This is an optimization exercise on Yosys and OpenROAD, whose aim is small area, a short achievable clock period and few clock cycles per item, not a production implementation.
Only simulation tests tie the RTL to the original design; equivalence was not proved.
Power is estimated from default activity; no workload was simulated.

== cedar ==
==> flow/design.v (excerpt) <==
module SQRTLOG #(parameter NBITS = 20, M = 10, N = 10)
              (input logic clock, reset,
               input logic [1:0] op,
               input logic [NBITS-1:0] data_in,
               output logic done,
               output logic [NBITS-1:0] data_out);
  logic [16:0] w;
  logic [9:0]  f;
  logic [4:0]  ext;
  logic [16:0] r;
  assign f   = w[9:0];
  assign ext = w[14:10];
  assign r   = w;
  logic [1:0]  pr;      
  logic [1:0]  opr;     
  logic [3:0]  cnt;     
  logic [19:0] n16, n8, n4, n2, n1;
  logic [4:0]  lz;
  always_comb begin
    lz[4] = ~|data_in[19:4];
    n16   = lz[4] ? {data_in[3:0], 16'd0} : data_in;
    lz[3] = ~|n16[19:12];
    n8    = lz[3] ? {n16[11:0], 8'd0} : n16;
    lz[2] = ~|n8[19:16];
    n4    = lz[2] ? {n8[15:0], 4'd0} : n8;
    lz[1] = ~|n4[19:18];
    n2    = lz[1] ? {n4[17:0], 2'd0} : n4;
    lz[0] = ~n2[19];
    n1    = lz[0] ? {n2[18:0], 1'b0} : n2;
  end
  logic [9:0] f0;
  assign f0 = n1[18:9];                         
  logic [4:0] lzp;
  always_comb begin
    lzp = 5'd31;
    for (int i = 0; i < 20; i++)
  ...
clock: 8.0 ns
lec_check: 0
cap_margin: 20
core_margin: 2
core_utilization: 40
setup_slack_margin: 3
slew_margin: 20
run.sh (not shown) runs the stock make flow with config.mk's settings and CLKGATE_MAP_FILE= SYNTH_SCRIPT=/design/flow/synth_recipe.tcl, a recipe that flattens the netlist after the stock synthesis.
Testbench counts of cedar, summed over its fixed seeds: cycles 17,952, ops 1,920.
#### Input delta (willow over cedar)
- SETUP_SLACK_MARGIN changed from 3 to 3.5
==> flow/flow/run.sh (new file) <==
#!/bin/bash
cp standard.sh standard_sh.log
export BUFFER_PORTS_ARGS="-buffer_cell sky130_fd_sc_hd__buf_2"
bash standard.sh > standard.log 2>&1
==> flow/standard.sh (new file) <==
#!/bin/bash
# synth_recipe.tcl (not shown) runs the flow's synth.tcl, then flattens the netlist and writes it again
# the make line also repeats each setting of config.mk as NAME=value (left out here)
make -C /OpenROAD-flow-scripts/flow DESIGN_CONFIG=/design/flow/config.mk WORK_HOME=/design/flow/orfs CLKGATE_MAP_FILE= SYNTH_SCRIPT=/design/flow/synth_recipe.tcl "${@:-finish}"
removed: flow/run.sh
## What came out
Timing, DRC, antenna: 0 failures across willow and cedar
Looking at capture point of the critical path, the w[2]$_DFF_P_ result is from cedar; the data_out[12]$_DFFE_PP_ one comes from willow.
cedar → willow: quantity of gates resized following cts picked up an extra 20; die area held; part of the total power dissipated in combinational logic higher.
[inputs] lagoon vs willow
- SLEW_MARGIN now 0, was 20
- CAP_MARGIN now 0, was 20
==> flow/run.sh (new file) <==
#!/bin/bash
# synth_recipe.tcl (not shown) runs the flow's synth.tcl, then flattens the netlist and writes it again
# the make line also repeats each setting of config.mk as NAME=value (left out here)
make -C /OpenROAD-flow-scripts/flow DESIGN_CONFIG=/design/flow/config.mk WORK_HOME=/design/flow/orfs CLKGATE_MAP_FILE= SYNTH_SCRIPT=/design/flow/synth_recipe.tcl finish
removed: flow/flow/run.sh
removed: flow/standard.sh
Results
The clock buffer count in lagoon sits 1 above the value recorded for willow. Of lagoon and willow, it is lagoon that has the lower total power. Wire length of the first global-routing pass of lagoon exceeds that of willow slightly. willow and lagoon ended up with roughly the same power dissipated in the clock network. Count of placed standard cells in the final layout, fillers left out essentially unchanged between willow and lagoon. Accumulated negative setup slack: lagoon vs willow identical. Diff lagoon and willow: non-clock buffer count lower in lagoon. For lagoon, the worst setup path startpoint was data_in[11], unlike willow, where it was data_in[8]. willow → lagoon: clock period minus worst slack dropped 0.12 ns, worst hold margin barely changed, post-place instance area climbed 2.7%. Between willow and lagoon, the final layout net count does not differ in any meaningful way.
Setup changes, lagoon to fjord
- changing SLEW_MARGIN from 0 to 20
- changing CAP_MARGIN from 0 to 20
- changing SETUP_SLACK_MARGIN from 3.5 to 4.2
==> flow/flow/run.sh (new file) <==
#!/bin/bash
cp standard.sh standard_sh.log
export BUFFER_PORTS_ARGS="-buffer_cell sky130_fd_sc_hd__buf_2"
bash standard.sh > standard.log 2>&1
==> flow/standard.sh (new file) <==
#!/bin/bash
# synth_recipe.tcl (not shown) runs the flow's synth.tcl, then flattens the netlist and writes it again
# the make line also repeats each setting of config.mk as NAME=value (left out here)
make -C /OpenROAD-flow-scripts/flow DESIGN_CONFIG=/design/flow/config.mk WORK_HOME=/design/flow/orfs CLKGATE_MAP_FILE= SYNTH_SCRIPT=/design/flow/synth_recipe.tcl "${@:-finish}"
removed: flow/run.sh
--- outcome ---
| first-pass iteration count of the detailed router | higher: fjord |. The critical path endpoint comes out data_out[6]$_DFFE_PP_ in one run and w[8]$_DFF_P_ in the other, namely in lagoon and fjord respectively. A launching instance or port of the critical path of w[1]$_DFF_P_ is what fjord shows, while data_in[11] belongs to lagoon. Worst slack on hold paths, lagoon and fjord, higher one = fjord. Diff lagoon -> fjord: data-path buffer share of cell area in the final layout now sits higher; post-layout minimum cycle time now sits lower; clock latency of the later-clocked register in the worst-skew pair now sits at about the same level. A most frequent standard cell in the layout excluding fill and tap cells of buf_4 is what fjord shows, while nand2_1 belongs to lagoon.
diff inputs: fjord => pepper
- a change of CORE_UTILIZATION from 40 to 60
- an added PLACE_DENSITY of 0.7
- a change of SETUP_SLACK_MARGIN from 4.2 to 3.5
==> flow/run.sh (new file) <==
#!/bin/bash
# synth_recipe.tcl (not shown) runs the flow's synth.tcl, then flattens the netlist and writes it again
# the make line also repeats each setting of config.mk as NAME=value (left out here)
make -C /OpenROAD-flow-scripts/flow DESIGN_CONFIG=/design/flow/config.mk WORK_HOME=/design/flow/orfs CLKGATE_MAP_FILE= SYNTH_SCRIPT=/design/flow/synth_recipe.tcl finish
removed: flow/flow/run.sh
removed: flow/standard.sh
- Having completed the whole flow, pepper delivered a layout that passed the timing, design-rule and antenna checks.
- Compared to fjord, pepper shows a narrower setup margin.
- Of fjord and pepper, pepper shows the lower switching power of the nets, with fjord above it.
- Ratio of total power to cell area for pepper: about 0.5% up relative to fjord
- Critical path capture point: w[8]$_DFF_P_ -> fjord, data_out[10]$_DFFE_PP_ -> pepper
- Relative to fjord, placed instance area has decreased by 1.8% in pepper.
- fjord vs pepper, first element of the critical path: w[1]$_DFF_P_ vs data_in[9]
- pepper vs. fjord: sequential share of cell area climbed 1.6 points; total power consumption of the routed design dropped 13%; clock network fraction of design power barely changed; cell count dropped 167.
- Compared to fjord, pepper was floorplanned on a smaller die.
- Looking at total of clock buffers placed in the layout, pepper sits 1 lower than fjord does.
The inputs of nickel differ from those of pepper as listed below.
- CORE_UTILIZATION: 60 -> 40
- PLACE_DENSITY: 0.7 -> unset
### Flow results
Any difference in sequential share of layout area between nickel and pepper is small enough to ignore. In nickel the final period demand of the worst path turned out 0.075 ns lower than in pepper. Of pepper and nickel, the run reporting the higher placer's final routability congestion estimate was pepper.

========
== build 55 ==
Starting RTL as in the previous note.
Settings: LEC_CHECK=0, CAP_MARGIN=20, CORE_MARGIN=2, CORE_UTILIZATION=40, SETUP_SLACK_MARGIN=3.5, SLEW_MARGIN=20, TNS_END_PERCENT=10; clock period 8.0 ns.
Stock flow here: none of the scripts above is used.
Build 55 ran to completion and came out clean on the timing, design-rule and antenna checks.
Testbench counts of build 55, summed over its fixed seeds: cycles 17,952, ops 1,920.
--- input diff build 55..build 90 ---
==> flow/flow/run.sh (new file) <==
#!/bin/bash
cp standard.sh standard_sh.log
export BUFFER_PORTS_ARGS="-buffer_cell sky130_fd_sc_hd__buf_2"
bash standard.sh > standard.log 2>&1
==> flow/standard.sh (new file) <==
#!/bin/bash
# synth_recipe.tcl (not shown) runs the flow's synth.tcl, then flattens the netlist and writes it again
# the make line also repeats each setting of config.mk as NAME=value (left out here)
make -C /OpenROAD-flow-scripts/flow DESIGN_CONFIG=/design/flow/config.mk WORK_HOME=/design/flow/orfs CLKGATE_MAP_FILE= SYNTH_SCRIPT=/design/flow/synth_recipe.tcl "${@:-finish}"
diff --git a/flow/config.mk b/flow/config.mk
--- a/flow/config.mk
+++ b/flow/config.mk
@@ -11 +11 @@
-export SETUP_SLACK_MARGIN = 3.5
+export SETUP_SLACK_MARGIN = 3.8
@@ -13 +12,0 @@
-export TNS_END_PERCENT = 10
removed: flow/run.sh
## What came out
Every run (build 55 and build 90) finished clean.
Diff build 55 -> build 90: number of global-route vias before repair went up 0.38%; post-route worst hold slack went up 9.3 ps; number of flip-flops and latches held; multiplexer share of the synthesized area held.
## Diff of input files: build 7 against build 90
==> flow/run.sh (new file) <==
#!/bin/bash
# synth_recipe.tcl (not shown) runs the flow's synth.tcl, then flattens the netlist and writes it again
# the make line also repeats each setting of config.mk as NAME=value (left out here)
make -C /OpenROAD-flow-scripts/flow DESIGN_CONFIG=/design/flow/config.mk WORK_HOME=/design/flow/orfs CLKGATE_MAP_FILE= SYNTH_SCRIPT=/design/flow/synth_recipe.tcl finish
diff --git a/flow/config.mk b/flow/config.mk
--- a/flow/config.mk
+++ b/flow/config.mk
@@ -11 +11 @@
-export SETUP_SLACK_MARGIN = 3.8
+export SETUP_SLACK_MARGIN = 4.5
removed: flow/flow/run.sh
removed: flow/standard.sh
==> comparison <==
- Build 7: full flow OK, the timing, design-rule and antenna checks passed
- Build 90: no failed stages, no open violations at the end
- Lower via total after detailed routing goes to build 90 over build 7.
- Build 7 vs build 90: count of multi-input combinational gates up slightly
- The commonest non-fill, non-tap cell in the layout comes out sky130_fd_sc_hd__nand2_1 in one run and sky130_fd_sc_hd__buf_4 in the other, namely in build 90 and build 7 respectively.
- Looking at share of the clock period used by the worst path, build 7 sits 1.5 points lower than build 90 does.
- The higher final period demand of the worst path of build 90 and build 7 is in build 90.
- The final layout net count in build 7 sits 92 above the value recorded for build 90.
- | setup slack | build 7 vs build 90 | 120 ps higher |
- Pin slew with the least headroom to its limit was lower in the run labelled build 7.
- Cell count on build 7 is up relative to build 90.

==> afterwards: timing with drivers on the ports <==
How much do the figures lean on ideal ports? The routed layouts below were timed once more, with nothing changed but the port constraints.
Step 1 (the two cells are an assumption about what drives the block):
set clk [get_ports {clock}]
set_driving_cell -lib_cell sky130_fd_sc_hd__clkbuf_16 $clk
set_driving_cell -lib_cell sky130_fd_sc_hd__buf_2 [delete_from_list [all_inputs] $clk]
Step 2 also shifts input and output timing later by t, the mid clock arrival at the registers, as if the neighbouring blocks saw the same clock.
Slacks: ideal / step 1 / step 2; pairs: ideal / step 1.
| run | t, ns | setup WS [ns] | worst hold slack (ns) | worst slew at a driven data input, ns | cell pins on the clock port's net |
|---|---|---|---|---|---|
| cedar | 0.332 | 3.216 / 3.236 / 2.905 | 0.544 / 0.544 / 0.544 | 0.03 | 1 |
| willow | 0.331 | 3.553 / 3.575 / 3.244 | 0.547 / 0.547 / 0.547 | 0.05 | 1 |
| lagoon | 0.338 | 3.675 / 3.680 / 3.358 | 0.548 / 0.548 / 0.548 | 0.03 | 1 |
| fjord | 0.331 | 3.687 / 3.687 / 3.687 | 0.554 / 0.554 / 0.554 | 0.06 | 1 |
| pepper | 0.329 | 3.600 / 3.618 / 3.293 | 0.547 / 0.547 / 0.547 | 0.03 | 1 |
| nickel | 0.338 | 3.675 / 3.680 / 3.358 | 0.548 / 0.548 / 0.548 | 0.03 | 1 |
| build 55 | 0.343 | 3.554 / 3.554 / 3.306 | 0.560 / 0.560 / 0.560 | 0.03 | 1 |
| build 90 | 0.338 | 3.664 / 3.664 / 3.565 | 0.570 / 0.570 / 0.570 | 0.06 | 1 |
| build 7 | 0.330 | 3.785 / 3.785 / 3.785 | 0.565 / 0.565 / 0.565 | 0.10 | 1 |
After both steps every run listed still meets setup and hold.
